This is an optimization exercise on Yosys and OpenROAD, whose aim is small area and a short achievable clock period, not a production implementation. The RTL was checked by simulation tests, not by an equivalence proof against the original design. Power and IR drop assume default switching activity.

<file path="flow/design.v">
module mips_cpu (
  input         clk,
  input         rst,
  output [31:0] imem_addr,
  input  [31:0] imem_rdata,
  output [31:0] dmem_addr,
  output [31:0] dmem_wdata,
  output        dmem_we,
  output        dmem_re,
  input  [31:0] dmem_rdata,
  output        reg_we,
  output [4:0]  reg_waddr,
  output [31:0] reg_wdata
);
  reg  [31:0] pc;
  wire [31:0] rf [0:7];
  wire [31:0] ins = imem_rdata;
  wire [5:0]  op  = ins[31:26];
  wire [5:0]  fn  = ins[5:0];
  wire [4:0]  rt  = ins[20:16];
  wire [31:0] se  = {{16{ins[15]}}, ins[15:0]};
  wire [7:0] dec_s, dec_t;
  genvar j;
  generate
    for (j = 0; j < 8; j = j + 1) begin : g_dec
      assign dec_s[j] = (ins[23:21] == j);
      assign dec_t[j] = (ins[18:16] == j);
    end
  endgenerate
  wire [31:0] a, b;
  rf_read rd_a (.sel(dec_s), .r0(rf[0]), .r1(rf[1]), .r2(rf[2]), .r3(rf[3]),
                .r4(rf[4]), .r5(rf[5]), .r6(rf[6]), .r7(rf[7]), .q(a));
  rf_read rd_b (.sel(dec_t), .r0(rf[0]), .r1(rf[1]), .r2(rf[2]), .r3(rf[3]),
                .r4(rf[4]), .r5(rf[5]), .r6(rf[6]), .r7(rf[7]), .q(b));
  wire r_type  = (op == 6'h00);
  wire r_add   = r_type & (fn[5:1] == 5'b10000);
  wire r_sub   = r_type & (fn[5:1] == 5'b10001);
  wire r_and   = r_type & (fn == 6'h24);
  wire r_or    = r_type & (fn == 6'h25);
  wire r_xor   = r_type & (fn == 6'h26);
  wire r_sll   = r_type & (fn == 6'h00 || fn == 6'h04);
  wire r_srl   = r_type & (fn == 6'h02 || fn == 6'h03 || fn == 6'h06);
  wire r_slt   = r_type & (fn == 6'h2a);
  wire r_sltu  = r_type & (fn == 6'h2b);
  wire r_lui   = r_type & (fn == 6'h38);
  wire r_jr    = r_type & (fn == 6'h08);
  wire i_add   = (op[5:1] == 5'b00100);
  wire i_slt   = (op == 6'h0a);
  wire i_sltu  = (op == 6'h0b);
  wire i_and   = (op == 6'h0c);
  wire i_or    = (op == 6'h0d);
  wire i_xor   = (op == 6'h0e);
  wire i_lui   = (op == 6'h0f);
  wire i_alu   = (op[5:3] == 3'b001);
  wire ld      = (op == 6'h20 || op == 6'h23);
  wire st      = (op == 6'h28 || op == 6'h2b);
  wire jmp     = (op[5:1] == 5'b00001);
  wire jal     = (op == 6'h03);
  wire beq     = (op == 6'h04);
  wire bne     = (op == 6'h05);
  wire blez    = (op == 6'h06);
  wire bgtz    = (op == 6'h07);
  wire regimm  = (op == 6'h01);
  wire rim_ge  = regimm & (rt == 5'd0 || rt == 5'd16);
  wire rim_lt  = regimm & (rt == 5'd1 || rt == 5'd17);
  wire rim_lnk = regimm & (rt == 5'd16 || rt == 5'd17);
  wire link    = jal | rim_lnk;
  wire use_imm = op[5] | op[3];
  wire sub     = r_type ? (fn[1] & ~fn[2])
                        : (~op[5] & (op[3] ? (op[1] & ~op[2]) : op[2]));
  wire [31:0] b2 = use_imm ? se : b;
  wire [31:0] ax = a ^ {32{sub}};
  wire [32:0] sum = {1'b0, ax} + {1'b0, b2};
  wire [31:0] s   = sum[31:0] ^ {32{sub}};
  wire lt_s = a[31] ^ b2[31] ^ sum[32];
  wire lt_u = sum[32];
  wire eq   = (s == 32'd0);
  wire az   = (a == 32'd0);
  function [31:0] rev(input [31:0] x);
    integer k;
    for (k = 0; k < 32; k = k + 1) rev[k] = x[31-k];
  endfunction
  wire [7:0]  bigr;
  generate
    for (j = 0; j < 8; j = j + 1) begin : g_big
      assign bigr[j] = |rf[j][31:5];
    end
  endgenerate
  wire        big = |(bigr & dec_t);
  wire [31:0] shin = r_srl ? rev(a) : a;
  wire [31:0] shy  = shin << b[4:0];
  wire nr       = ~rst;
  wire sel_add  = (r_add | r_sub | i_add) & nr;
  wire sel_and  = (r_and | i_and) & nr;
  wire sel_or   = (r_or  | i_or) & nr;
  wire sel_xor  = (r_xor | i_xor) & nr;
  wire sel_sll  = r_sll & ~big & nr;
  wire sel_srl  = r_srl & ~big & nr;
  wire sel_slt  = (r_slt | i_slt) & nr;
  wire sel_sltu = (r_sltu | i_sltu) & nr;
  wire sel_lui  = (r_lui | i_lui) & nr;
  wire sel_ld   = ld & nr;
  wire sel_link = link & nr;
  wire [13:0] pc_hi = pc[31:18];
  wire [13:0] hinc  = pc_hi + 14'd1;
  wire [13:0] hdec  = pc_hi - 14'd1;
  wire [16:0] lo4   = {1'b0, pc[17:2]} + 17'd1;
  wire [31:0] pc4   = {lo4[16] ? hinc : pc_hi, lo4[15:0], pc[1:0]};
  wire [17:0] lob   = {1'b0, pc[17:2], 1'b1} + {1'b0, ins[15:0], 1'b1};
  wire        bc    = lob[17];
  wire        bs    = ins[15];
  wire [13:0] bhi   = (bc & ~bs) ? hinc : (~bc & bs) ? hdec : pc_hi;
  wire [31:0] bt    = {bhi, lob[16:1], pc[1:0]};
  assign reg_wdata = ({32{sel_add}} & s)
                   | ({32{sel_and}} & (ax & b2))
                   | ({32{sel_or}}  & (ax | b2))
                   | ({32{sel_xor}} & (ax ^ b2))
                   | ({32{sel_sll}} & shy)
                   | ({32{sel_srl}} & rev(shy))
                   | {31'd0, sel_slt & lt_s | sel_sltu & lt_u}
                   | ({32{sel_lui}} & {b2[15:0], 16'd0})
                   | ({32{sel_ld}} & dmem_rdata)
                   | ({32{sel_link}} & pc4);
  assign reg_we    = (r_type & ~r_jr) | i_alu | ld | jal | rim_lnk;
  assign reg_waddr = link ? 5'd31 : r_type ? ins[15:11] : rt;
  assign dmem_re   = ld;
  assign dmem_we   = st;
  assign dmem_addr = s;
  assign dmem_wdata = b;
  assign imem_addr = pc;
  wire taken = (beq & eq) | (bne & ~eq) | (blez & (a[31] | az))
             | (bgtz & ~a[31] & ~az) | (rim_ge & ~a[31]) | (rim_lt & a[31]);
  wire [31:0] jt = {pc4[31:28], ins[25:0], 2'b00};
  wire s_jr  = r_jr & nr;
  wire s_j   = jmp & nr;
  wire s_bt  = taken & nr;
  wire s_seq = ~(r_jr | jmp | taken) & nr;
  wire [31:0] npc = ({32{s_jr}} & a) | ({32{s_j}} & jt) | ({32{s_bt}} & bt)
                  | ({32{s_seq}} & pc4);
  always @(posedge clk) pc <= npc;
  wire [2:0]  wa = reg_waddr[2:0];
  wire [31:0] wd = reg_wdata;
  genvar i;
  generate
    for (i = 0; i < 8; i = i + 1) begin : g_rf
      reg [31:0] q;
      wire en = rst | (reg_we & (wa == i));
      always @(posedge clk) begin
        if (en) q <= (i == 1) ? {wd[31:1], wd[0] | rst} : wd;
      end
      assign rf[i] = q;
    end
  endgenerate
endmodule
module rf_read (
  input  [7:0]  sel,
  input  [31:0] r0, r1, r2, r3, r4, r5, r6, r7,
  output [31:0] q
);
  wire [31:0] n0, n1, n2;
  aoi3 g0 (.s0(sel[0]), .s1(sel[1]), .s2(sel[2]), .r0(r0), .r1(r1), .r2(r2), .qn(n0));
  aoi3 g1 (.s0(sel[3]), .s1(sel[4]), .s2(sel[5]), .r0(r3), .r1(r4), .r2(r5), .qn(n1));
  assign n2 = ~(({32{sel[6]}} & r6) | ({32{sel[7]}} & r7));
  assign q = ~(n0 & n1 & n2);
endmodule
module aoi3 (
  input         s0, s1, s2,
  input  [31:0] r0, r1, r2,
  output [31:0] qn
);
  assign qn = ~(({32{s0}} & r0) | ({32{s1}} & r1) | ({32{s2}} & r2));
endmodule
</file>
<file path="flow/flow/run.sh">
#!/bin/bash
# The standard layout, with the port buffers made of plain buffers instead of
# delay cells.
set -euo pipefail
export BUFFER_PORTS_ARGS="-buffer_cell sky130_fd_sc_hd__buf_2"
bash standard.sh > standard.log 2>&1
</file>
<file path="flow/standard.sh">
#!/bin/bash
# synth_recipe.tcl (not shown) runs the flow's synth.tcl, then flattens the netlist and writes it again
# the make line also repeats each setting of config.mk as NAME=value (left out here)
make -C /OpenROAD-flow-scripts/flow DESIGN_CONFIG=/design/flow/config.mk WORK_HOME=/design/flow/orfs CLKGATE_MAP_FILE= SYNTH_SCRIPT=/design/flow/synth_recipe.tcl "${@:-finish}"
</file>
<file path="flow/config.mk">
export PLATFORM = sky130hd
export DESIGN_NAME = mips_cpu
export DESIGN_NICKNAME = mips_cpu
export VERILOG_FILES = /design/flow/design.v
export SDC_FILE = /design/flow/constraint.sdc
export NUM_CORES = 4
export LEC_CHECK = 0
export CAP_MARGIN = 20
export CORE_MARGIN = 2
export CORE_UTILIZATION = 50
export PLACE_DENSITY = 0.65
export SETUP_SLACK_MARGIN = 2
export SLEW_MARGIN = 20
export SYNTH_HIERARCHICAL = 1
export TNS_END_PERCENT = 0
</file>
<file path="flow/constraint.sdc">
create_clock -name core_clock -period 10.5 [get_ports {clk}]
set_input_delay 2.1000 -clock core_clock [delete_from_list [all_inputs] [get_ports {clk}]]
set_output_delay 2.1000 -clock core_clock [all_outputs]
set_load 0.01 [all_outputs]
</file>
==> notes.md <==
## critical path, cell delays in order
cell	delay, ns
buf_4	0.21
inv_4	0.12
and3_4	0.26
buf_12	0.14
a222oi_1	0.38
nand3_2	0.27
mux2i_4	0.31
inv_1	0.08
ha_1	0.36
o21a_1	0.22
o21a_1	0.27
a41o_2	0.35
a21oi_4	0.18
nand2_1	0.12
a31oi_1	0.18
o21bai_1	0.14
a21oi_2	0.19
mux2_4	0.33
o221ai_4	0.26
buf_4	0.20
## cell usage in the layout, fill, tap and decap left out, types with 91 or more instances in the layout
cell | synthesis | layout
nand2_1 | 116 | 115
edfxtp_1 | 256 | 256
buf_2 | 27 | 197
a22oi_1 | 92 | 92
buf_4 | 7 | 95
xnor2_1 | 121 | 116
inv_1 | 95 | 94
nand3_1 | 121 | 91
a222oi_1 | 146 | 146
mux2i_1 | 125 | 109
## power groups by stage
stage / registers [mW] / clock network [mW] / logic (mW)
2_1_floorplan: 1.39 / 0 / 0.855
3_3_place_gp: 1.40 / 0 / 1.36
3_5_place_dp: 1.40 / 0 / 1.36
4_1_cts: 1.38 / 1.01 / 1.39
5_1_grt: 1.39 / 1.06 / 1.55
6_report: 1.38 / 1.01 / 1.50
## layer usage
metal  part of all wire [%]  global-route usage, %
met5                  0.051                  0.890
met3                     14                   12.0
met4                    6.6                   21.7
met2                     41                   60.2
met1                     38                   59.1
## state kept, by name (all words and copies together) (netlist names)
name    count
g_rf.q    256
pc         32
## logic make-up after synthesis
kind of cell	Yosys count	synth area share [%]
flip-flops	288	38.9
multiplexers	142	7.37
AO/OA/AOI/OAI	618	22.5
AND/OR/NAND/NOR	580	14.0
buffers and inverters	265	6.18
adder cells (fa/ha/maj)	85	5.04
XOR/XNOR	146	5.98
## modules after synthesis, one instance, submodules excluded
module    flops+latches  cells  cell area [um^2]
rf_read               0     70               452
mips_cpu            288   1820             18900
aoi3                  0     41               403
## final cells by class
| type | count | area [um^2] | share of cell area [%] |
|---|---|---|---|
| multi-input combinational | 1572 | 12400 | 50.6 |
| sequential | 288 | 8330 | 33.9 |
| inverter | 96 | 365 | 1.49 |
| tap | 539 | 674 | 2.74 |
| clock buffer | 38 | 802 | 3.26 |
| clock inverter | 18 | 115 | 0.468 |
| timing repair buffer | 306 | 1870 | 7.59 |
## what timing repair did
action                     in CTS  in global routing
gates resized for setup        52                 66
setup endpoints to repair      47                 44
hold buffers                    0                  0
cloned                          1                  0
buffers inserted               10                 25
pin swaps                      13                 32
## final timing paths
path	from	end	slack (ns)	cells past startpoint
setup / recovery	imem_rdata[18]	reg_wdata[0]	1.71	20
hold / removal	pc[1]	pc[1]	0.63	1
setup reg to reg	g_rf[0].q[6]	pc[30]	4.23	18
hold reg to reg	pc[1]	pc[1]	0.63	1
==> results_dict.tcl <==
set metrics [dict create \
    cts_buffer_depth 3 \
    p_leak_nw 9.49 \
    async_flop_share_pct 0 \
    gr-total-overflow 0 \
    tightest_slew_ns 1.17 \
    drive_gt1_share_pct 21.5 \
    drt_wl_total_mm 97.9 \
    area_growth_pct 15.0 \
    num_antenna_cells 0 \
    dieArea_um2 44400 \
    synth_area_um2 21400 \
    yosysTopAreaCellShare_pct 36.0 \
    crit_arrival_ns 6.69 \
    cts-root-buf "clkbuf_16" \
    dp_slack_ns 1.09 \
    crit_required_ns 8.40 \
    netlist_top_cells_count "edfxtp_1, a222oi_1, mux2i_1" \
    clk_pin_slew_ns 0.06 \
    layout.nets 2446 \
    power_density_nw_per_um2 158 \
    first_iter_violations 4398 \
    placed_cell_area_um2 22900 \
    yosys.area.top_type "edfxtp_1" \
    yosysWarningCount 7 \
    htreeDepth 1 \
    grt_usage_pct 42.5 \
    start_util_pct 50.9 \
    clk_latency_ns 0.59 \
    crit_fanout 9 \
    finalPower_mw 3.90 \
    rows 75 \
    synth_nets 2275 \
    netlist_instances 2124 \
    die_h_um 211 \
    final_max_slew_viol_count 0 \
    timing.final.ws_setup_ns 1.71 \
    clockPowerShare_pct 26.0 \
    power.internal_mw 2.39 \
    syn_area_per_cell_um2 10.1 \
    grt_pass1_wl_mm 137 \
    cts.sinks 288 \
    status "finished clean" \
    ys_top_cells_by_area "edfxtp_1, a222oi_1, mux2i_1, xnor2_1, ha_1" \
    cts_buffers 31 \
    fin_area_um2 24600 \
    finalCritPeriodShare_pct 83.7 \
    grt_pass1_vias 19421 \
    whs_ns 0.634 \
    ys_seq_area_share_pct 38.9 \
    drc 0 \
    ys_ff_latch 288 \
    rsz0062_at_grt "yes" \
    end_kind "primary output" \
    dr.pass1.iters 13 \
    min_path_type "reg2reg" \
    nFillCells 3674 \
    pwr-share-comb_pct 38.5 \
    slew_headroom_pct 22.2 \
    ys.flop_type "edfxtp_1" \
    place_hpwl_mm 71.9 \
    synth-edff-count 256 \
    setup_viol 0 \
    num_io_pins 202 \
    fmax_ghz 0.114 \
    via_per_inst 7.53 \
    placedCellCount 2765 \
    pwr-share-seq_pct 35.5 \
    postRouteAntennaNets 0 \
    setup_tns_ns 0 \
    fin_util_pct 58.5 \
    finalNonFillerCells 2857 \
    yosysUniqueCellTypes 86 \
    switching_share_pct 38.6 \
    antenna_found_initial 1 \
    post-synth-top-count-cell "edfxtp_1" \
    drt-wirelength-per-cell_um 34.3 \
    fp.coreArea_um2 42000 \
    power_switching_mw 1.50 \
    gp_congestion 1.03 \
    hold_violations 0 \
    path_class "in2out" \
    startpoint_type "input pin" \
    fp.dieW_um 211 \
    drv_cap 0 \
    fin_crit_ns 8.79 \
    vias 21514 \
    clock_skew_ns 0.0229 \
    cts_tree "built" \
    grt_max_degree 43 \
    ir_drop_uv 135 \
    io_buffer_count 201 \
]

==> port drivers added, routing unchanged <==
Ports are ideal in the flow. The routed layout listed here was re-timed in OpenROAD. Step 1: set_driving_cell puts a clkbuf_16 on clk and a buf_2 on each other input, an assumption about the parent block. Step 2 also shifts input and output timing later by t, the mid clock arrival at the registers, as if the neighbouring blocks saw the same clock. Three values: ideal ports, drivers, drivers and shift; two values: the first two.
t, ns: 0.637
setup slack, ns: 1.712 / 1.659 / 1.659
cell pins on the clock port's net: 1
After both steps setup and hold are still met in this run. For this run, drivers alone change the setup slack by -0.053 ns; drivers and shift together by -0.053 ns.
